What follows belongs to an exercise in optimizing a design on an open flow for small area; a production flow would make more cautious choices.
In this exercise RTL edits were held to simulation tests only and were not proved equivalent to the original.
Power and IR drop assume default switching activity.

==> flow/design.v <==
module morze2 (input clock, input reset, input [10:0] data, output reg buzz);
reg pendn;
reg [1:0] pa;    
reg [1:0] pb;    
reg [4:0] div;   
reg [9:0] cnt;   
reg [3:0] state;
wire [1:0] pa_d, pb_d;
wire [4:0] div_d;
wire [9:0] cnt_d;
wire [3:0] state_d;
wire buzz_d;
nxt u_nxt(.data(data), .pendn(pendn), .pa(pa), .pb(pb), .div(div), .cnt(cnt), .state(state), .buzz(buzz),
  .pa_d(pa_d), .pb_d(pb_d), .div_d(div_d), .cnt_d(cnt_d), .state_d(state_d), .buzz_d(buzz_d));
always @(posedge clock or negedge reset)
  if (!reset) pendn <= 1'b0;
  else pendn <= 1'b1;
always @(posedge clock or negedge reset)
  if (!reset) buzz <= 1'b1;
  else buzz <= buzz_d;
always @(posedge clock) begin
  pa <= pa_d;
  pb <= pb_d;
  div <= div_d;
  cnt <= cnt_d;
  state <= state_d;
end
endmodule
module nxt(input [10:0] data, input pendn, input [1:0] pa, input [1:0] pb, input [4:0] div, input [9:0] cnt,
  input [3:0] state, input buzz, output [1:0] pa_d, output [1:0] pb_d, output [4:0] div_d, output [9:0] cnt_d,
  output [3:0] state_d, output buzz_d);
  wire new_n61, new_n64, new_n65, new_n68, new_n69, new_n70, new_n71,
    new_n72, new_n73, new_n74, new_n75, new_n76, new_n77, new_n78, new_n79,
    new_n80, new_n81, new_n82, new_n83, new_n84, new_n85, new_n86, new_n87,
    new_n88, new_n89, new_n90, new_n91, new_n92, new_n93, new_n94, new_n95,
    new_n96, new_n97, new_n98, new_n99, new_n100, new_n101, new_n102,
    new_n103, new_n104, new_n105, new_n106, new_n107, new_n108, new_n109,
    new_n110, new_n111, new_n112, new_n113, new_n114, new_n115, new_n116,
    new_n117, new_n118, new_n119, new_n120, new_n121, new_n122, new_n123,
    new_n124, new_n125, new_n126, new_n127, new_n128, new_n129, new_n130,
    new_n131, new_n132, new_n133, new_n134, new_n135, new_n136, new_n137,
    new_n138, new_n139, new_n140, new_n141, new_n142, new_n143, new_n144,
    new_n145, new_n146, new_n147, new_n148, new_n149, new_n150, new_n151,
    new_n152, new_n153, new_n154, new_n155, new_n156, new_n157, new_n158,
    new_n159, new_n160, new_n161, new_n162, new_n163, new_n164, new_n165,
    new_n166, new_n167, new_n168, new_n169, new_n170, new_n171, new_n172,
    new_n173, new_n174, new_n175, new_n176, new_n177, new_n178, new_n179,
    new_n180, new_n181, new_n182, new_n183, new_n184, new_n185, new_n186,
    new_n187, new_n188, new_n189, new_n190, new_n191, new_n192, new_n193,
    new_n194, new_n195, new_n196, new_n197, new_n198, new_n199, new_n200,
    new_n201, new_n202, new_n203, new_n204, new_n205, new_n206, new_n207,
    new_n208, new_n209, new_n211, new_n212, new_n213, new_n215, new_n216,
    new_n217, new_n219, new_n220, new_n222, new_n224, new_n225, new_n226,
    new_n227, new_n229, new_n230, new_n232, new_n233, new_n235, new_n236,
    new_n238, new_n239, new_n241, new_n242, new_n244, new_n245, new_n247,
    new_n248, new_n249, new_n251, new_n253, new_n254, new_n256, new_n257,
    new_n258, new_n259, new_n260, new_n261, new_n263, new_n264, new_n266,
    new_n267, new_n269, new_n270, new_n272, new_n273, new_n274, new_n275;
  g_clkinv_1 g000(.A(pendn), .Y(new_n61));
  g_nor2_1 g001(.A(pa[1]), .B(new_n61), .Y(pa_d[0]));
  g_and2_1 g002(.A(pendn), .B(pa[0]), .X(pa_d[1]));
  g_clkinv_1 g003(.A(pb[0]), .Y(new_n64));
  g_nand2_1 g004(.A(new_n64), .B(pendn), .Y(new_n65));
  g_nor2_1 g005(.A(pb[1]), .B(new_n65), .Y(pb_d[0]));
  g_nor2_1 g006(.A(new_n61), .B(new_n64), .Y(pb_d[1]));
  g_clkinv_1 g007(.A(data[3]), .Y(new_n68));
  g_xnor2_1 g008(.A(data[3]), .B(data[6]), .Y(new_n69));
  g_clkinv_1 g009(.A(data[6]), .Y(new_n70));
  g_o21ai_0 g010(.A1(data[5]), .A2(new_n70), .B1(data[4]), .Y(new_n71));
  g_a32o_1 g011(.A1(new_n69), .A2(data[5]), .A3(data[9]), .B1(new_n68), .B2(new_n71), .X(new_n72));
  g_nand3_1 g012(.A(new_n72), .B(data[1]), .C(data[4]), .Y(new_n73));
  g_clkinv_1 g013(.A(state[1]), .Y(new_n74));
  g_clkinv_1 g014(.A(state[2]), .Y(new_n75));
  g_nor2_1 g015(.A(new_n74), .B(new_n75), .Y(new_n76));
  g_clkinv_1 g016(.A(new_n76), .Y(new_n77));
  g_o21ai_0 g017(.A1(new_n77), .A2(new_n73), .B1(state[0]), .Y(new_n78));
  g_and2_1 g018(.A(new_n78), .B(div[1]), .X(new_n79));
  g_nor2_1 g019(.A(div[1]), .B(new_n78), .Y(new_n80));
  g_clkinv_1 g020(.A(div[0]), .Y(new_n81));
  g_nand3_1 g021(.A(pa[0]), .B(pa[1]), .C(pb[0]), .Y(new_n82));
  g_clkinv_1 g022(.A(new_n82), .Y(new_n83));
  g_o21ai_0 g023(.A1(data[1]), .A2(data[7]), .B1(new_n68), .Y(new_n84));
  g_clkinv_1 g024(.A(data[5]), .Y(new_n85));
  g_o21ai_0 g025(.A1(data[4]), .A2(new_n85), .B1(data[3]), .Y(new_n86));
  g_nand3_1 g026(.A(new_n86), .B(data[9]), .C(new_n84), .Y(new_n87));
  g_clkinv_1 g027(.A(data[1]), .Y(new_n88));
  g_nor2_1 g028(.A(data[5]), .B(data[7]), .Y(new_n89));
  g_nand2_1 g029(.A(new_n89), .B(new_n88), .Y(new_n90));
  g_clkinv_1 g030(.A(data[9]), .Y(new_n91));
  g_nor2_1 g031(.A(new_n88), .B(new_n89), .Y(new_n92));
  g_clkinv_1 g032(.A(new_n92), .Y(new_n93));
  g_nand2_1 g033(.A(new_n93), .B(new_n86), .Y(new_n94));
  g_nand2_1 g034(.A(new_n94), .B(new_n91), .Y(new_n95));
  g_nand3_1 g035(.A(new_n95), .B(new_n87), .C(new_n90), .Y(new_n96));
  g_nor2_1 g036(.A(new_n72), .B(new_n96), .Y(new_n97));
  g_clkinv_1 g037(.A(data[4]), .Y(new_n98));
  g_nand2_1 g038(.A(new_n88), .B(new_n70), .Y(new_n99));
  g_o21ai_0 g039(.A1(data[2]), .A2(new_n91), .B1(new_n99), .Y(new_n100));
  g_nand2_1 g040(.A(new_n100), .B(new_n98), .Y(new_n101));
  g_clkinv_1 g041(.A(data[2]), .Y(new_n102));
  g_nand3_1 g042(.A(new_n102), .B(data[1]), .C(data[6]), .Y(new_n103));
  g_o21ai_0 g043(.A1(new_n88), .A2(new_n70), .B1(data[2]), .Y(new_n104));
  g_nand4_1 g044(.A(new_n104), .B(data[4]), .C(new_n99), .D(new_n103), .Y(new_n105));
  g_nand2_1 g045(.A(new_n105), .B(new_n101), .Y(new_n106));
  g_nand2_1 g046(.A(new_n96), .B(new_n72), .Y(new_n107));
  g_nand3b_1 g047(.A_N(new_n97), .B(new_n106), .C(new_n107), .Y(new_n108));
  g_nand2_1 g048(.A(data[5]), .B(data[6]), .Y(new_n109));
  g_mux2i_1 g049(.A0(data[5]), .A1(new_n109), .S(data[4]), .Y(new_n110));
  g_or2b_1 g050(.A(new_n110), .B_N(new_n108), .X(new_n111));
  g_or3_1 g051(.A(data[5]), .B(new_n70), .C(new_n108), .X(new_n112));
  g_nor2_1 g052(.A(data[1]), .B(new_n91), .Y(new_n113));
  g_nand2_1 g053(.A(new_n91), .B(data[1]), .Y(new_n114));
  g_nor2_1 g054(.A(data[3]), .B(new_n114), .Y(new_n115));
  g_xor2_1 g055(.A(data[2]), .B(data[3]), .X(new_n116));
  g_o21ai_0 g056(.A1(new_n113), .A2(new_n115), .B1(new_n116), .Y(new_n117));
  g_clkinv_1 g057(.A(new_n113), .Y(new_n118));
  g_a31oi_1 g058(.A1(new_n116), .A2(new_n114), .A3(new_n118), .B1(new_n110), .Y(new_n119));
  g_nor2_1 g059(.A(data[6]), .B(data[7]), .Y(new_n120));
  g_o21a_1 g060(.A1(new_n98), .A2(new_n85), .B1(new_n120), .X(new_n121));
  g_nand2_1 g061(.A(new_n102), .B(data[1]), .Y(new_n122));
  g_o32a_1 g062(.A1(new_n85), .A2(new_n69), .A3(new_n122), .B1(new_n121), .B2(new_n119), .X(new_n123));
  g_o21ai_0 g063(.A1(data[5]), .A2(data[6]), .B1(data[7]), .Y(new_n124));
  g_clkinv_1 g064(.A(data[0]), .Y(new_n125));
  g_nand2_1 g065(.A(new_n125), .B(data[10]), .Y(new_n126));
  g_nor2_1 g066(.A(data[8]), .B(new_n126), .Y(new_n127));
  g_o311ai_0 g067(.A1(new_n98), .A2(data[5]), .A3(new_n99), .B1(new_n124), .C1(new_n127), .Y(new_n128));
  g_a311oi_1 g068(.A1(new_n112), .A2(new_n111), .A3(new_n117), .B1(new_n123), .C1(new_n128), .Y(new_n129));
  g_and2_1 g069(.A(new_n129), .B(new_n83), .X(new_n130));
  g_nand2_1 g070(.A(data[1]), .B(data[4]), .Y(new_n131));
  g_o21ai_0 g071(.A1(new_n98), .A2(data[5]), .B1(new_n93), .Y(new_n132));
  g_a21oi_1 g072(.A1(new_n90), .A2(new_n98), .B1(data[2]), .Y(new_n133));
  g_nand2_1 g073(.A(new_n132), .B(new_n102), .Y(new_n134));
  g_o21ai_0 g074(.A1(new_n132), .A2(new_n133), .B1(new_n134), .Y(new_n135));
  g_a21o_1 g075(.A1(new_n135), .A2(new_n131), .B1(state[3]), .X(new_n136));
  g_nand2_1 g076(.A(new_n136), .B(new_n74), .Y(new_n137));
  g_o21ai_0 g077(.A1(new_n74), .A2(new_n72), .B1(new_n137), .Y(new_n138));
  g_clkinv_1 g078(.A(new_n96), .Y(new_n139));
  g_nor2_1 g079(.A(new_n85), .B(new_n91), .Y(new_n140));
  g_nor2_1 g080(.A(data[1]), .B(data[4]), .Y(new_n141));
  g_nor2_1 g081(.A(data[7]), .B(new_n98), .Y(new_n142));
  g_o22ai_1 g082(.A1(new_n141), .A2(new_n142), .B1(data[3]), .B2(new_n140), .Y(new_n143));
  g_nor2_1 g083(.A(data[7]), .B(new_n115), .Y(new_n144));
  g_o21a_1 g084(.A1(data[4]), .A2(new_n144), .B1(new_n143), .X(new_n145));
  g_nand2_1 g085(.A(new_n139), .B(new_n145), .Y(new_n146));
  g_o21ai_0 g086(.A1(new_n74), .A2(new_n146), .B1(state[2]), .Y(new_n147));
  g_clkinv_1 g087(.A(state[0]), .Y(new_n148));
  g_nor2_1 g088(.A(new_n75), .B(new_n73), .Y(new_n149));
  g_nand2_1 g089(.A(new_n149), .B(new_n148), .Y(new_n150));
  g_o21ai_0 g090(.A1(new_n75), .A2(new_n73), .B1(state[0]), .Y(new_n151));
  g_nand3_1 g091(.A(new_n147), .B(new_n150), .C(new_n151), .Y(new_n152));
  g_clkinv_1 g092(.A(new_n106), .Y(new_n153));
  g_o21ai_0 g093(.A1(new_n75), .A2(new_n145), .B1(new_n108), .Y(new_n154));
  g_o21ai_0 g094(.A1(new_n141), .A2(new_n139), .B1(new_n75), .Y(new_n155));
  g_o31a_1 g095(.A1(new_n75), .A2(new_n141), .A3(new_n139), .B1(new_n74), .X(new_n156));
  g_nand2_1 g096(.A(new_n156), .B(new_n155), .Y(new_n157));
  g_nand2_1 g097(.A(new_n157), .B(new_n154), .Y(new_n158));
  g_nand4_1 g098(.A(new_n158), .B(new_n148), .C(new_n74), .D(new_n153), .Y(new_n159));
  g_a22o_1 g099(.A1(new_n75), .A2(new_n138), .B1(new_n159), .B2(new_n152), .X(new_n160));
  g_o21ai_0 g100(.A1(data[3]), .A2(new_n153), .B1(state[0]), .Y(new_n161));
  g_nand2_1 g101(.A(new_n161), .B(new_n96), .Y(new_n162));
  g_nand3_1 g102(.A(new_n159), .B(new_n145), .C(new_n152), .Y(new_n163));
  g_nor2_1 g103(.A(new_n74), .B(new_n72), .Y(new_n164));
  g_nor2_1 g104(.A(state[0]), .B(new_n85), .Y(new_n165));
  g_nor2_1 g105(.A(new_n74), .B(new_n165), .Y(new_n166));
  g_o21ai_0 g106(.A1(new_n89), .A2(new_n166), .B1(new_n96), .Y(new_n167));
  g_o21ai_0 g107(.A1(state[0]), .A2(new_n153), .B1(state[2]), .Y(new_n168));
  g_o311ai_0 g108(.A1(state[0]), .A2(state[2]), .A3(new_n164), .B1(new_n167), .C1(new_n168), .Y(new_n169));
  g_a22o_1 g109(.A1(new_n76), .A2(new_n162), .B1(new_n163), .B2(new_n169), .X(new_n170));
  g_o41a_1 g110(.A1(state[0]), .A2(state[2]), .A3(state[3]), .A4(new_n137), .B1(new_n170), .X(new_n171));
  g_nand2_1 g111(.A(new_n171), .B(new_n160), .Y(new_n172));
  g_nand2_1 g112(.A(new_n172), .B(new_n130), .Y(new_n173));
  g_clkinv_1 g113(.A(cnt[6]), .Y(new_n174));
  g_nand3_1 g114(.A(new_n135), .B(data[6]), .C(state[2]), .Y(new_n175));
  g_o22ai_1 g115(.A1(new_n99), .A2(new_n135), .B1(new_n175), .B2(new_n146), .Y(new_n176));
  g_nand2_1 g116(.A(new_n130), .B(new_n176), .Y(new_n177));
  g_o21ai_0 g117(.A1(new_n96), .A2(new_n177), .B1(new_n173), .Y(new_n178));
  g_nand2_1 g118(.A(new_n178), .B(cnt[0]), .Y(new_n179));
  g_clkinv_1 g119(.A(new_n179), .Y(new_n180));
  g_nand2_1 g120(.A(new_n180), .B(cnt[1]), .Y(new_n181));
  g_clkinv_1 g121(.A(new_n181), .Y(new_n182));
  g_nand2_1 g122(.A(new_n182), .B(cnt[2]), .Y(new_n183));
  g_clkinv_1 g123(.A(new_n183), .Y(new_n184));
  g_nand2_1 g124(.A(new_n184), .B(cnt[3]), .Y(new_n185));
  g_clkinv_1 g125(.A(new_n185), .Y(new_n186));
  g_nand2_1 g126(.A(new_n186), .B(cnt[4]), .Y(new_n187));
  g_clkinv_1 g127(.A(new_n187), .Y(new_n188));
  g_nand2_1 g128(.A(new_n188), .B(cnt[5]), .Y(new_n189));
  g_nor2_1 g129(.A(new_n174), .B(new_n189), .Y(new_n190));
  g_and3_1 g130(.A(new_n190), .B(cnt[7]), .C(cnt[8]), .X(new_n191));
  g_nand2_1 g131(.A(new_n191), .B(cnt[9]), .Y(new_n192));
  g_nand2_1 g132(.A(new_n192), .B(new_n173), .Y(new_n193));
  g_clkinv_1 g133(.A(div[3]), .Y(new_n194));
  g_nor2_1 g134(.A(div[4]), .B(new_n194), .Y(new_n195));
  g_nand4_1 g135(.A(new_n193), .B(new_n81), .C(div[2]), .D(new_n195), .Y(new_n196));
  g_o21bai_1 g136(.A1(new_n79), .A2(new_n80), .B1_N(new_n196), .Y(new_n197));
  g_nand3_1 g137(.A(data[5]), .B(data[6]), .C(data[8]), .Y(new_n198));
  g_nand3_1 g138(.A(new_n141), .B(new_n125), .C(data[10]), .Y(new_n199));
  g_or4_1 g139(.A(new_n82), .B(new_n198), .C(new_n199), .D(new_n108), .X(new_n200));
  g_and2_1 g140(.A(new_n200), .B(pendn), .X(new_n201));
  g_nand3_1 g141(.A(new_n170), .B(state[0]), .C(new_n158), .Y(new_n202));
  g_nand3b_1 g142(.A_N(new_n73), .B(state[3]), .C(new_n145), .Y(new_n203));
  g_nand2_1 g143(.A(new_n202), .B(new_n203), .Y(new_n204));
  g_nand2_1 g144(.A(new_n204), .B(new_n130), .Y(new_n205));
  g_nand3_1 g145(.A(new_n197), .B(new_n201), .C(new_n205), .Y(new_n206));
  g_clkinv_1 g146(.A(new_n206), .Y(new_n207));
  g_nand2_1 g147(.A(new_n193), .B(div[0]), .Y(new_n208));
  g_nand3_1 g148(.A(new_n192), .B(new_n81), .C(new_n173), .Y(new_n209));
  g_and3_1 g149(.A(new_n207), .B(new_n208), .C(new_n209), .X(div_d[0]));
  g_clkinv_1 g150(.A(div[1]), .Y(new_n211));
  g_nand2_1 g151(.A(new_n208), .B(new_n211), .Y(new_n212));
  g_nor2_1 g152(.A(new_n211), .B(new_n208), .Y(new_n213));
  g_and3b_1 g153(.A_N(new_n213), .B(new_n207), .C(new_n212), .X(div_d[1]));
  g_nor2_1 g154(.A(div[2]), .B(new_n213), .Y(new_n215));
  g_nand2_1 g155(.A(new_n213), .B(div[2]), .Y(new_n216));
  g_nand2_1 g156(.A(new_n207), .B(new_n216), .Y(new_n217));
  g_nor2_1 g157(.A(new_n215), .B(new_n217), .Y(div_d[2]));
  g_nand2_1 g158(.A(new_n216), .B(new_n194), .Y(new_n219));
  g_nor2_1 g159(.A(new_n194), .B(new_n216), .Y(new_n220));
  g_and3b_1 g160(.A_N(new_n220), .B(new_n207), .C(new_n219), .X(div_d[3]));
  g_o21ai_0 g161(.A1(div[4]), .A2(new_n220), .B1(new_n207), .Y(new_n222));
  g_a21oi_1 g162(.A1(div[4]), .A2(new_n220), .B1(new_n222), .Y(div_d[4]));
  g_nor2_1 g163(.A(cnt[0]), .B(new_n178), .Y(new_n224));
  g_o21ai_0 g164(.A1(new_n177), .A2(new_n202), .B1(new_n201), .Y(new_n225));
  g_clkinv_1 g165(.A(new_n225), .Y(new_n226));
  g_nand2_1 g166(.A(new_n179), .B(new_n226), .Y(new_n227));
  g_nor2_1 g167(.A(new_n224), .B(new_n227), .Y(cnt_d[0]));
  g_nor2_1 g168(.A(cnt[1]), .B(new_n180), .Y(new_n229));
  g_nand2_1 g169(.A(new_n181), .B(new_n226), .Y(new_n230));
  g_nor2_1 g170(.A(new_n229), .B(new_n230), .Y(cnt_d[1]));
  g_nor2_1 g171(.A(cnt[2]), .B(new_n182), .Y(new_n232));
  g_nand2_1 g172(.A(new_n183), .B(new_n226), .Y(new_n233));
  g_nor2_1 g173(.A(new_n232), .B(new_n233), .Y(cnt_d[2]));
  g_nor2_1 g174(.A(cnt[3]), .B(new_n184), .Y(new_n235));
  g_nand2_1 g175(.A(new_n185), .B(new_n226), .Y(new_n236));
  g_nor2_1 g176(.A(new_n235), .B(new_n236), .Y(cnt_d[3]));
  g_nor2_1 g177(.A(cnt[4]), .B(new_n186), .Y(new_n238));
  g_nand2_1 g178(.A(new_n187), .B(new_n226), .Y(new_n239));
  g_nor2_1 g179(.A(new_n238), .B(new_n239), .Y(cnt_d[4]));
  g_nor2_1 g180(.A(cnt[5]), .B(new_n188), .Y(new_n241));
  g_nand2_1 g181(.A(new_n189), .B(new_n226), .Y(new_n242));
  g_nor2_1 g182(.A(new_n241), .B(new_n242), .Y(cnt_d[5]));
  g_clkinv_1 g183(.A(new_n190), .Y(new_n244));
  g_nand2_1 g184(.A(new_n189), .B(new_n174), .Y(new_n245));
  g_and3_1 g185(.A(new_n244), .B(new_n226), .C(new_n245), .X(cnt_d[6]));
  g_clkinv_1 g186(.A(cnt[7]), .Y(new_n247));
  g_nor2_1 g187(.A(new_n247), .B(new_n244), .Y(new_n248));
  g_nor2_1 g188(.A(new_n225), .B(new_n248), .Y(new_n249));
  g_o21a_1 g189(.A1(cnt[7]), .A2(new_n190), .B1(new_n249), .X(cnt_d[7]));
  g_nor2_1 g190(.A(new_n225), .B(new_n191), .Y(new_n251));
  g_o21a_1 g191(.A1(cnt[8]), .A2(new_n248), .B1(new_n251), .X(cnt_d[8]));
  g_nor2_1 g192(.A(cnt[9]), .B(new_n191), .Y(new_n253));
  g_nand2_1 g193(.A(new_n192), .B(new_n226), .Y(new_n254));
  g_nor2_1 g194(.A(new_n253), .B(new_n254), .Y(cnt_d[9]));
  g_or4_1 g195(.A(cnt[6]), .B(cnt[7]), .C(cnt[8]), .D(cnt[9]), .X(new_n256));
  g_or3_1 g196(.A(new_n160), .B(new_n256), .C(new_n189), .X(new_n257));
  g_o21ai_0 g197(.A1(new_n171), .A2(new_n192), .B1(new_n257), .Y(new_n258));
  g_nand2_1 g198(.A(new_n258), .B(state[0]), .Y(new_n259));
  g_o21ai_0 g199(.A1(new_n74), .A2(new_n259), .B1(new_n201), .Y(new_n260));
  g_mux2i_1 g200(.A0(state[0]), .A1(new_n151), .S(new_n258), .Y(new_n261));
  g_nor2_1 g201(.A(new_n260), .B(new_n261), .Y(state_d[0]));
  g_clkinv_1 g202(.A(new_n259), .Y(new_n263));
  g_nor2_1 g203(.A(state[1]), .B(new_n263), .Y(new_n264));
  g_nor2_1 g204(.A(new_n260), .B(new_n264), .Y(state_d[1]));
  g_o21ai_0 g205(.A1(new_n74), .A2(new_n259), .B1(new_n75), .Y(new_n266));
  g_nand2_1 g206(.A(new_n263), .B(new_n76), .Y(new_n267));
  g_and3_1 g207(.A(new_n267), .B(new_n266), .C(new_n201), .X(state_d[2]));
  g_or2b_1 g208(.A(new_n258), .B_N(state[3]), .X(new_n269));
  g_nand2_1 g209(.A(new_n267), .B(new_n269), .Y(new_n270));
  g_and2_1 g210(.A(new_n270), .B(new_n201), .X(state_d[3]));
  g_or2b_1 g211(.A(buzz), .B_N(new_n197), .X(new_n272));
  g_nand3b_1 g212(.A_N(new_n196), .B(buzz), .C(new_n79), .Y(new_n273));
  g_nand4_1 g213(.A(new_n91), .B(data[1]), .C(data[4]), .D(state[3]), .Y(new_n274));
  g_nand4_1 g214(.A(new_n202), .B(new_n129), .C(new_n203), .D(new_n274), .Y(new_n275));
  g_a221o_1 g215(.A1(new_n83), .A2(new_n275), .B1(new_n272), .B2(new_n273), .C1(new_n61), .X(buzz_d));
endmodule
module g_a21o_1(input A1, A2, B1, output X);
  assign X = (A1&A2) | (B1);
endmodule
module g_a21oi_1(input A1, A2, B1, output Y);
  assign Y = (~A1&~B1) | (~A2&~B1);
endmodule
module g_a221o_1(input A1, A2, B1, B2, C1, output X);
  assign X = (B1&B2) | (A1&A2) | (C1);
endmodule
module g_a22o_1(input A1, A2, B1, B2, output X);
  assign X = (B1&B2) | (A1&A2);
endmodule
module g_a311oi_1(input A1, A2, A3, B1, C1, output Y);
  assign Y = (~A1&~B1&~C1) | (~A2&~B1&~C1) | (~A3&~B1&~C1);
endmodule
module g_a31oi_1(input A1, A2, A3, B1, output Y);
  assign Y = (~A1&~B1) | (~A2&~B1) | (~A3&~B1);
endmodule
module g_a32o_1(input A1, A2, A3, B1, B2, output X);
  assign X = (A1&A2&A3) | (B1&B2);
endmodule
module g_and2_1(input A, B, output X);
  assign X = (A&B);
endmodule
module g_and3_1(input A, B, C, output X);
  assign X = (A&B&C);
endmodule
module g_and3b_1(input A_N, B, C, output X);
  assign X = (~A_N&B&C);
endmodule
module g_clkinv_1(input A, output Y);
  assign Y = (~A);
endmodule
module g_mux2i_1(input A0, A1, S, output Y);
  assign Y = (~A0&~S) | (~A1&S);
endmodule
module g_nand2_1(input A, B, output Y);
  assign Y = (~A) | (~B);
endmodule
module g_nand3_1(input A, B, C, output Y);
  assign Y = (~A) | (~B) | (~C);
endmodule
module g_nand3b_1(input A_N, B, C, output Y);
  assign Y = (A_N) | (~B) | (~C);
endmodule
module g_nand4_1(input A, B, C, D, output Y);
  assign Y = (~A) | (~B) | (~C) | (~D);
endmodule
module g_nor2_1(input A, B, output Y);
  assign Y = (~A&~B);
endmodule
module g_o21a_1(input A1, A2, B1, output X);
  assign X = (A1&B1) | (A2&B1);
endmodule
module g_o21ai_0(input A1, A2, B1, output Y);
  assign Y = (~A1&~A2) | (~B1);
endmodule
module g_o21bai_1(input A1, A2, B1_N, output Y);
  assign Y = (~A1&~A2) | (B1_N);
endmodule
module g_o22ai_1(input A1, A2, B1, B2, output Y);
  assign Y = (~B1&~B2) | (~A1&~A2);
endmodule
module g_o311ai_0(input A1, A2, A3, B1, C1, output Y);
  assign Y = (~A1&~A2&~A3) | (~B1) | (~C1);
endmodule
module g_o31a_1(input A1, A2, A3, B1, output X);
  assign X = (A1&B1) | (A2&B1) | (A3&B1);
endmodule
module g_o32a_1(input A1, A2, A3, B1, B2, output X);
  assign X = (A1&B1) | (A1&B2) | (A2&B1) | (A3&B1) | (A2&B2) | (A3&B2);
endmodule
module g_o41a_1(input A1, A2, A3, A4, B1, output X);
  assign X = (A1&B1) | (A2&B1) | (A3&B1) | (A4&B1);
endmodule
module g_or2b_1(input A, B_N, output X);
  assign X = (A) | (~B_N);
endmodule
module g_or3_1(input A, B, C, output X);
  assign X = (A) | (B) | (C);
endmodule
module g_or4_1(input A, B, C, D, output X);
  assign X = (A) | (B) | (C) | (D);
endmodule
module g_xnor2_1(input A, B, output Y);
  assign Y = (~A&~B) | (A&B);
endmodule
module g_xor2_1(input A, B, output X);
  assign X = (A&~B) | (~A&B);
endmodule
==> flow/constraint.sdc <==
create_clock -name core_clock -period 6.0 [get_ports {clock}]
set_input_delay 1.2000 -clock core_clock [delete_from_list [all_inputs] [get_ports {clock}]]
set_output_delay 1.2000 -clock core_clock [all_outputs]
set_load 0.01 [all_outputs]
==> flow/config.mk <==
export PLATFORM = sky130hd
export DESIGN_NAME = morze2
export DESIGN_NICKNAME = morze2
export VERILOG_FILES = /design/flow/design.v
export SDC_FILE = /design/flow/constraint.sdc
export NUM_CORES = 4
export LEC_CHECK = 0
export CAP_MARGIN = 20
export CORE_MARGIN = 2
export CORE_UTILIZATION = 40
export GPL_TIMING_DRIVEN = 0
export SLEW_MARGIN = 20
export SYNTH_HIERARCHICAL = 1
export SYNTH_MINIMUM_KEEP_SIZE = 0
==> flow/run.sh <==
#!/bin/bash
# synth_recipe.tcl (not shown) runs the flow's synth.tcl, then flattens the netlist and writes it again
# the make line also repeats each setting of config.mk as NAME=value (left out here)
make -C /OpenROAD-flow-scripts/flow DESIGN_CONFIG=/design/flow/config.mk WORK_HOME=/design/flow/orfs CLKGATE_MAP_FILE= SYNTH_SCRIPT=/design/flow/synth_recipe.tcl finish
==> results of run 1 <==
## per-module statistics from Yosys, one instance, submodules excluded, excerpt
module / copies in the design / flops+latches / area, um2
g_a32o_1: 1 / 0 / 10.0
g_a221o_1: 1 / 0 / 10.0
g_o311ai_0: 2 / 0 / 8.76
g_o31a_1: 1 / 0 / 8.76
g_nand3b_1: 3 / 0 / 7.51
g_and3_1: 4 / 0 / 6.26
g_nand3_1: 13 / 0 / 5.00
g_clkinv_1: 33 / 0 / 3.75
## power groups by stage
stage          combinational (mW)  clock [mW]  sequential (mW)
2_1_floorplan              0.0327           0            0.173
3_3_place_gp               0.0534           0            0.173
3_5_place_dp               0.0531           0            0.173
4_1_cts                    0.0529       0.102            0.169
5_1_grt                    0.0622       0.111            0.170
6_report                   0.0546      0.0972            0.169
## worst register-to-register path, delay by kind of cell (launching register included)
family,cells,cell delay [ns]
compound gates,4,0.80
buf+inv,6,0.51
flops,1,0.42
simple gates,21,2.31
## worst max-delay path by stage
stage          startpoint  endpoint  slack (ns)  cells after the start
2_1_floorplan     data[7]    div[3]        1.06                     33
3_3_place_gp      data[5]    div[3]       -0.37                     32
3_5_place_dp      data[5]    div[3]       -0.33                     33
4_1_cts           data[7]    div[3]        0.05                     34
5_1_grt           data[5]    div[3]        0.02                     33
6_report          data[9]    div[3]        0.55                     31
## kinds of logic after synthesis
logic type / after synthesis / synth area share [%]
simple gates: 134 / 38.0
xor+xnor: 2 / 1.12
buf+inv: 33 / 7.90
flops: 25 / 32.6
other cells: 1 / 0.239
mux: 2 / 1.28
compound gates: 45 / 18.8
## cell usage after synthesis, types with 2 or more instances
cell      number  area (um2)
nand2_1       49         184
nor2_1        46         173
inv_1         33         124
o21ai_1       24         120
dfxtp_1       23         460
nand3_1       13        65.1
and2_1         5        31.3
nand4_1        5        31.3
and3_1         4        25.0
o21a_1         4        30.0
nand2b_1       3        18.8
nand3b_1       3        22.5
a21oi_2        2        17.5
a22o_1         2        17.5
and3b_1        2        17.5
mux2i_1        2        20.0
o22ai_1        2        12.5
o311ai_1       2        17.5
or3_1          2        12.5
or4_1          2        15.0
## final cells by class
| class | count | area [um2] | share of cell area [%] |
|---|---|---|---|
| multi-input cells | 184 | 957 | 52.3 |
| inverters | 33 | 124 | 6.76 |
| repair buffers | 13 | 133 | 7.24 |
| clock buffers | 3 | 41.3 | 2.25 |
| flip-flops and latches | 25 | 512 | 27.9 |
| clock inverters | 1 | 5.00 | 0.273 |
| well taps | 48 | 60.1 | 3.28 |
## through the flow
stage	setup TNS, ns	power (mW)	setup slack (ns)	area [um2]	util [%]
floorplan	0	0.206	1.06	1570	-
global placement	-2.43	0.227	-0.367	1760	47.3
detailed placement	-1.83	0.226	-0.331	1760	47.3
CTS	0	0.324	0.0539	1800	48.5
global route	0	0.343	0.0232	1830	49.3
finish	0	0.321	0.550	1830	49.3
## what timing repair did
action                                  CTS  global route
endpoints found under the setup margin    2            10
gates resized for setup                   2            16
cloned                                    0             0
## metal layers
layer,global-route usage [%],vias up,routed length [um]
li1,-,844,-
met1,22.4,667,1800
met2,27.0,22,1370
met3,3.89,2,134
met4,3.32,0,11
met5,0,-,0
## cells in the final DEF, fill, tap and decap left out, types with 2 or more instances in the layout
| master | instances |
|---|---|
| nand4_1 | 5 |
| and2_1 | 5 |
| dlymetal6s2s_1 | 5 |
| nand3b_1 | 3 |
| and3b_1 | 2 |
| nand2b_1 | 3 |
| clkdlybuf4s50_1 | 6 |
| nor2_2 | 2 |
| nand2_1 | 49 |
| mux2i_1 | 2 |
| clkbuf_8 | 3 |
| dfxtp_1 | 23 |
| o311ai_1 | 2 |
| and3_1 | 4 |
| o21ai_1 | 24 |
| or3_1 | 2 |
| a22o_1 | 2 |
| a21oi_2 | 2 |
| inv_1 | 32 |
| nand3_1 | 12 |
| clkbuf_2 | 2 |
| nor2_1 | 44 |
| o21a_1 | 4 |
| o22ai_1 | 2 |
| or4_1 | 2 |
## flip-flops by register name, indices dropped and copies added (netlist names)
register,flops
cnt,10
div,5
buzz,1
pendn,1
pa,2
pb,2
state,4
==> reports/metrics.csv, run 1 <==
stage,metric,value,unit
global_route,initial antenna violation count,0,
clock_tree,Num CTS Buffers,3,
power,switch share,26.4,%
power,power density over cell area,175,nW/um2
clock_tree,H-tree depth,1,
power,Cell Int Power,236,uW
power,power share of the sequential group,52.7,%
route,Residual DRC,0,
yosys,sequential area share after synthesis,32.6,%
clock_tree,post-CTS setup buffers,0,
floorplan,core area,3720,um2
sta,skew final,0.00806,ns
yosys,Post-synth EDFFs,0,
yosys,YS warnings,7,
global_route,largest net degree at the start of global routing,15,
hold_path,Hold Path Origin,pb[1],
sta,min Tclk post-route,5.45,ns
setup_path,RR Endpoint,div[3],
sta,fin crit share,90.8,%
yosys,Yosys reg bits,25,
power,Comb power frac,17.0,%
global_route,first-pass GRT wire length,5910,um
setup_path,crit end category,flip-flop,
floorplan,Ports,14,
run_status,status,no timing/DRC/antenna violations,
route,drt via density,5.00,
yosys,Post-Synthesis Cells,242,
yosys,Netlist cell types,34,
setup_path,Worst EP required,6.16,ns
floorplan,Initial Utilization,42.2,%
sta,number of slew-limit violations in the final report,0,
cells_and_area,nets@finish,273,
setup_path,Reg2Reg Depth,31,
power,VDD IR max,0.0964,mV
yosys,Mapped Area,1570,um2
hold_path,hold path depth,1,
setup_path,critical path's largest stage delay,0.45,ns
sta,WHS,0.385,ns
yosys,Mapped Nets,255,
clock_tree,CTS root buf,clkbuf_8,
placement,routability-driven placement congestion ratio,0.812,
route,drt pass-1 iters,4,
setup_path,WS Path Type,input port to flip-flop,
cells_and_area,layout cells sized above 1,6.18,%
clock_tree,Bufs on Longest Clock Path,2,
global_route,GRT Residual Overflow,0,
placement,DP Wirelength,2540,um
yosys,Most used DFF post-synth,dfxtp_1,
route,drt wl/cell,10.8,um
route,"antenna viol nets, final",0,
floorplan,die area,4440,um2
sta,setup violators final,0,
floorplan,site row count,22,
floorplan,Die Span Y,66.6,um
clock_tree,Clock Sinks,25,
yosys,"Avg Cell Area, Syn",6.48,um2
placement,placed insts,303,
global_route,vias in the first global route,1396,
placement,I/O Buffers,13,
global_route,GRT Util Overall,16.6,%
cells_and_area,Finished Layout Cells,307,
route,Routed WL,3310,um
power,net switching power of the design,84.9,uW
setup_path,WP buf/inv,7,
setup_path,flop2flop setup slack,1.85,ns
power,Clock power frac,30.3,%
sta,Max Fclk,0.183,GHz
flow_run,max-cap viol count,0,
setup_path,crit start category,input port,
route,DR iter-0 viols,80,
clock_tree,Worst-path clk slew,0.08,ns
power,Pleak,0.900,nW
setup_path,Critical R2R Launch,state[2],
setup_path,crit-path max FO,6,
cells_and_area,Area growth syn-to-layout,16.8,%
setup_path,Top delay family on crit path,simple AND/OR/NAND/NOR gates,
clock_tree,TritonCTS clock tree,done,
sta,RSZ-0062 raised after global routing,no,
setup_path,Worst path slowest cell,clkdlybuf4s50_1,
hold_path,Min-Delay Path Class,flip-flop to flip-flop,
cells_and_area,fillers,383,
cells_and_area,antenna cells,0,
yosys,"Async S/R FF share, synth",8.00,%
route,DR vias,1535,
clock_tree,Clock Latency Late Sink,0.27,ns
sta,final hold vios,0,
setup_path,crit path DAT,5.61,ns
setup_path,Most common cell on crit path,nand2_1,
floorplan,die width,66.6,um
clock_tree,Hold Buf Count CTS,0,
hold_path,Worst Hold End,pb[0],
==> inputs of run 2 (changes only) <==
==> flow/flow/run.sh (new file) <==
#!/bin/bash
# The standard layout, except that the port buffers are the smallest buffer (buf_1)
# instead of the resizer's default choice. Full make output goes to standard.log;
# ORFS keeps each step's own log under orfs/logs/.
set -euo pipefail
bash standard.sh BUFFER_PORTS_ARGS="-buffer_cell sky130_fd_sc_hd__buf_1" finish > standard.log 2>&1
==> flow/standard.sh (new file) <==
#!/bin/bash
# synth_recipe.tcl (not shown) runs the flow's synth.tcl, then flattens the netlist and writes it again
# the make line also repeats each setting of config.mk as NAME=value (left out here)
make -C /OpenROAD-flow-scripts/flow DESIGN_CONFIG=/design/flow/config.mk WORK_HOME=/design/flow/orfs CLKGATE_MAP_FILE= SYNTH_SCRIPT=/design/flow/synth_recipe.tcl "${@:-finish}"
removed: flow/run.sh
==> run 2 against run 1 <==
Utilization is 2.2 points lower. Hold slack worse by 0.0053 ns. Synthesized area stayed put. Via count is 1.2% higher. Largest cell class unchanged. Count of clock-buffer cells in the layout is 1 higher. Highest routed layer unchanged. Register-to-register slack better by 0.02 ns. Routed wire length is 3.0% higher. Cell count stayed put.
==> reports/metrics.csv, run 2 <==
stage,metric,value,unit,change
setup_path,crit start category,input port,,unchanged
yosys,cell taking the most area after synthesis,dfxtp_1,,unchanged
floorplan,die area,4440,um2,unchanged
route,DR iter-0 viols,93,,was 80
setup_path,crit path DAT,5.66,ns,was 5.61 ns
sta,number of slew-limit violations in the final report,0,,unchanged
setup_path,crit end category,flip-flop,,unchanged
yosys,Most used DFF post-synth,dfxtp_1,,unchanged
setup_path,WS Path Type,input port to flip-flop,,unchanged
yosys,top cell type's share of synthesized area,29.4,%,unchanged
clock_tree,Bufs on Longest Clock Path,2,,unchanged
hold_path,Worst Hold End,pb[0],,unchanged
global_route,GRT Residual Overflow,0,,unchanged
placement,placed instance area,1680,um2,was 1760 um2
setup_path,RR Endpoint,div[3],,unchanged
sta,min Tclk post-route,5.50,ns,was 5.45 ns
cells_and_area,final core utilization,47.1,%,was 49.3%
floorplan,core area,3720,um2,unchanged
global_route,GRT Util Overall,16.9,%,was 16.6%
yosys,Mapped Nets,255,,unchanged
floorplan,die width,66.6,um,unchanged
yosys,cell with the most instances after synthesis,nand2_1,,unchanged
clock_tree,Hold Buf Count CTS,0,,unchanged
sta,fin crit share,91.7,%,was 90.8%
placement,Setup WS pre-CTS,-0.103,ns,was -0.331 ns
route,DR vias,1554,,was 1535
flow_run,max-cap viol count,0,,unchanged
setup_path,Critical R2R Launch,state[2],,unchanged
global_route,initial antenna violation count,0,,unchanged
cells_and_area,fin area,1750,um2,was 1830 um2
cells_and_area,antenna cells,0,,unchanged
cells_and_area,fillers,393,,was 383
placement,I/O Buffers,13,,unchanged
hold_path,hold path depth,1,,unchanged
clock_tree,H-tree depth,1,,unchanged
placement,routability-driven placement congestion ratio,0.829,,was 0.812
route,"antenna viol nets, final",0,,unchanged
yosys,"top cells by count, synth","nand2_1, nor2_1, inv_1",,unchanged
cells_and_area,Area growth syn-to-layout,11.7,%,was 16.8%
sta,skew final,0.00466,ns,was 0.00806 ns
setup_path,critical path's largest stage delay,0.37,ns,was 0.45 ns
sta,setup TNS,0,ns,unchanged
setup_path,crit-path max FO,8,,was 6
yosys,Netlist cell types,34,,unchanged
clock_tree,TritonCTS clock tree,done,,unchanged
sta,final hold vios,0,,unchanged
floorplan,Die Span Y,66.6,um,unchanged
clock_tree,Clock Latency Late Sink,0.26,ns,was 0.27 ns
clock_tree,CTS root buf,clkbuf_8,,unchanged
floorplan,site row count,22,,unchanged
setup_path,Worst path slowest cell,or3_1,,was clkdlybuf4s50_1
hold_path,Min-Delay Path Class,flip-flop to flip-flop,,unchanged
sta,setup violators final,0,,unchanged
cells_and_area,layout cells sized above 1,6.56,%,was 6.18%
yosys,Post-Synthesis Cells,242,,unchanged
yosys,Yosys reg bits,25,,unchanged
route,drt via density,5.06,,was 5.00
setup_path,Worst EP required,6.16,ns,about the same
hold_path,Hold Path Origin,pb[1],,unchanged
clock_tree,Num CTS Buffers,3,,unchanged
setup_path,Most common cell on crit path,nand2_1,,unchanged
route,drt wl/cell,11.1,um,was 10.8 um
floorplan,Ports,14,,unchanged
global_route,largest net degree at the start of global routing,14,,was 15
cells_and_area,most frequent cells in the layout,"nand2_1, nor2_1, inv_1",,unchanged
floorplan,Initial Utilization,42.2,%,unchanged
cells_and_area,largest register by flop count,cnt,,unchanged
global_route,first-pass GRT wire length,5920,um,was 5910 um
yosys,"Avg Cell Area, Syn",6.48,um2,unchanged
setup_path,Reg2Reg Depth,31,,unchanged
yosys,YS warnings,7,,unchanged
cells_and_area,biggest regs,"cnt: 10 flops, div: 5 flops, state: 4 flops",,unchanged
sta,setup slack after layout,0.500,ns,was 0.550 ns
clock_tree,Clock Sinks,25,,unchanged
power,power density over cell area,181,nW/um2,was 175 nW/um2
yosys,Synth area leaders,"dfxtp_1, nand2_1, nor2_1",,unchanged
yosys,sequential area share after synthesis,32.6,%,unchanged
run_status,status,no timing/DRC/antenna violations,,unchanged
global_route,vias in the first global route,1382,,was 1396
cells_and_area,nets@finish,273,,unchanged
clock_tree,Worst-path clk slew,0.08,ns,about the same
route,drt pass-1 iters,4,,unchanged
sta,Max Fclk,0.182,GHz,was 0.183 GHz
cells_and_area,"most common cell after layout, fill and taps aside",nand2_1,,unchanged
cells_and_area,max FFs per register,10,,unchanged
yosys,Mapped Area,1570,um2,unchanged
setup_path,flop2flop setup slack,1.87,ns,was 1.85 ns
power,Pleak,0.815,nW,was 0.900 nW
route,Residual DRC,0,,unchanged
yosys,Post-synth EDFFs,0,,unchanged
yosys,"Async S/R FF share, synth",8.00,%,unchanged
placement,DP Wirelength,2580,um,was 2540 um
power,VDD IR max,0.134,mV,was 0.0964 mV
route,Routed WL,3410,um,was 3310 um
power,Tot Pwr,317,uW,was 321 uW
==> run 2: Yosys stat by module (local to each module, per instance), a selection <==
module / area (um2) / cells inside / flops+latches
g_o21a_1: 7.51 / 1 / 0
g_a22o_1: 8.76 / 1 / 0
g_o21bai_1: 7.51 / 1 / 0
g_nand3b_1: 7.51 / 1 / 0
g_xnor2_1: 8.76 / 1 / 0
g_clkinv_1: 3.75 / 1 / 0
g_a221o_1: 10.0 / 1 / 0
g_o32a_1: 10.0 / 1 / 0
g_or3_1: 6.26 / 1 / 0
g_a21oi_1: 8.76 / 1 / 0
g_and3_1: 6.26 / 1 / 0
g_or4_1: 7.51 / 1 / 0
g_nand3_1: 5.00 / 1 / 0
g_and3b_1: 8.76 / 1 / 0
==> run 2: worst max path at each step <==
stage | startpoint | to | slack, ns | depth (start not counted)
final | data[6] | div[3] | 0.50 | 31
after detailed placement | data[5] | div[3] | -0.10 | 33
after floorplan | data[7] | div[3] | 1.06 | 33
after CTS | data[5] | div[3] | 0.16 | 33
after global routing | data[6] | div[3] | -0.02 | 31
after global placement | data[5] | div[3] | -0.07 | 32
==> run 2: power by group <==
| group | switching [mW] | total [mW] | internal, mW | leakage (nW) |
|---|---|---|---|---|
| clock | 0.0497 | 0.0971 | 0.0474 | 0.0228 |
| combinational | 0.0332 | 0.0506 | 0.0174 | 0.584 |
| sequential | 0.00118 | 0.169 | 0.168 | 0.208 |
| total | 0.0841 | 0.317 | 0.233 | 0.815 |
==> run 2: layout make-up <==
cell class | count | area (um2) | area share (%)
flip-flops and latches | 25 | 512 | 29.2
multi-input cells | 184 | 957 | 54.7
well taps | 48 | 60.1 | 3.43
repair buffers | 13 | 52.6 | 3.00
inverters | 33 | 124 | 7.08
clock buffers | 4 | 45.0 | 2.57
==> run 2: worst max-delay path: cells and delay by family <==
kind | cells | cell delay [ns]
AOI/OAI and AO/OA | 4 | 0.93
buffers and inverters | 7 | 0.79
and+or+nand+nor | 20 | 2.72
==> run 2: what timing repair did <==
item / 4_1_cts / 5_1_grt
setup buffers: 0 / 0
setup endpoints to repair: 0 / 10
hold endpoints to repair: 0 / 0
gates resized for setup: 0 / 11
==> run 2: logic make-up after synthesis <==
| kind of cell | after synthesis | synth area share [%] |
|---|---|---|
| and+or+nand+nor | 134 | 38.0 |
| AOI/OAI and AO/OA | 45 | 18.8 |
| buffers and inverters | 33 | 7.90 |
| DFF | 25 | 32.6 |
| xor gates and xnor gates | 2 | 1.12 |
| muxes | 2 | 1.28 |
| other | 1 | 0.239 |
==> run 2: metal layers <==
metal | vias to the layer above | routed length (um) | part of all wire, % | global-route usage (%)
met1 | 699 | 1850 | 54 | 23.4
met2 | 18 | 1450 | 42 | 26.9
met4 | 0 | 17 | 0.50 | 3.83
met3 | 2 | 100 | 2.9 | 3.55
met5 | - | 0 | 0 | 0
li1 | 835 | - | - | -
==> run 2: stage by stage <==
step	std cells	hold WS [ns]
after CTS	307	0.380
after global placement	303	0.367
after floorplan	242	0.363
after global routing	307	0.406
final	307	0.380
after detailed placement	303	0.368

re-timing with driven ports:
Ports are ideal in the flow. The routed layouts listed here were re-timed in OpenROAD. Step 1, drivers: a clkbuf_16 drives clock and a buf_2 each remaining input, both assumed. Step 2 times the ports against the registers' clock, not the clock port: input delays grow and output delays shrink by t, the midpoint of the rising clock arrivals with the driver on. a / b / c = ideal ports / drivers / drivers and shift; a / b = the first two.
| run | shift t [ns] | setup slack, ns | worst setup path after step 2 | worst register clock-pin slew, ns | cell pins on the clock port's net |
|---|---|---|---|---|---|
| run 1 | 0.285 | 0.550 / 0.549 / 0.264 | input to register | 0.09 / 0.09 | 1 |
| run 2 | 0.285 | 0.500 / 0.500 / 0.215 | input to register | 0.08 / 0.08 | 1 |
After both steps every run listed still meets setup and hold. The setup slack of run 1, which loses most, moves by -0.001 ns with the drivers and by -0.286 ns with both steps.
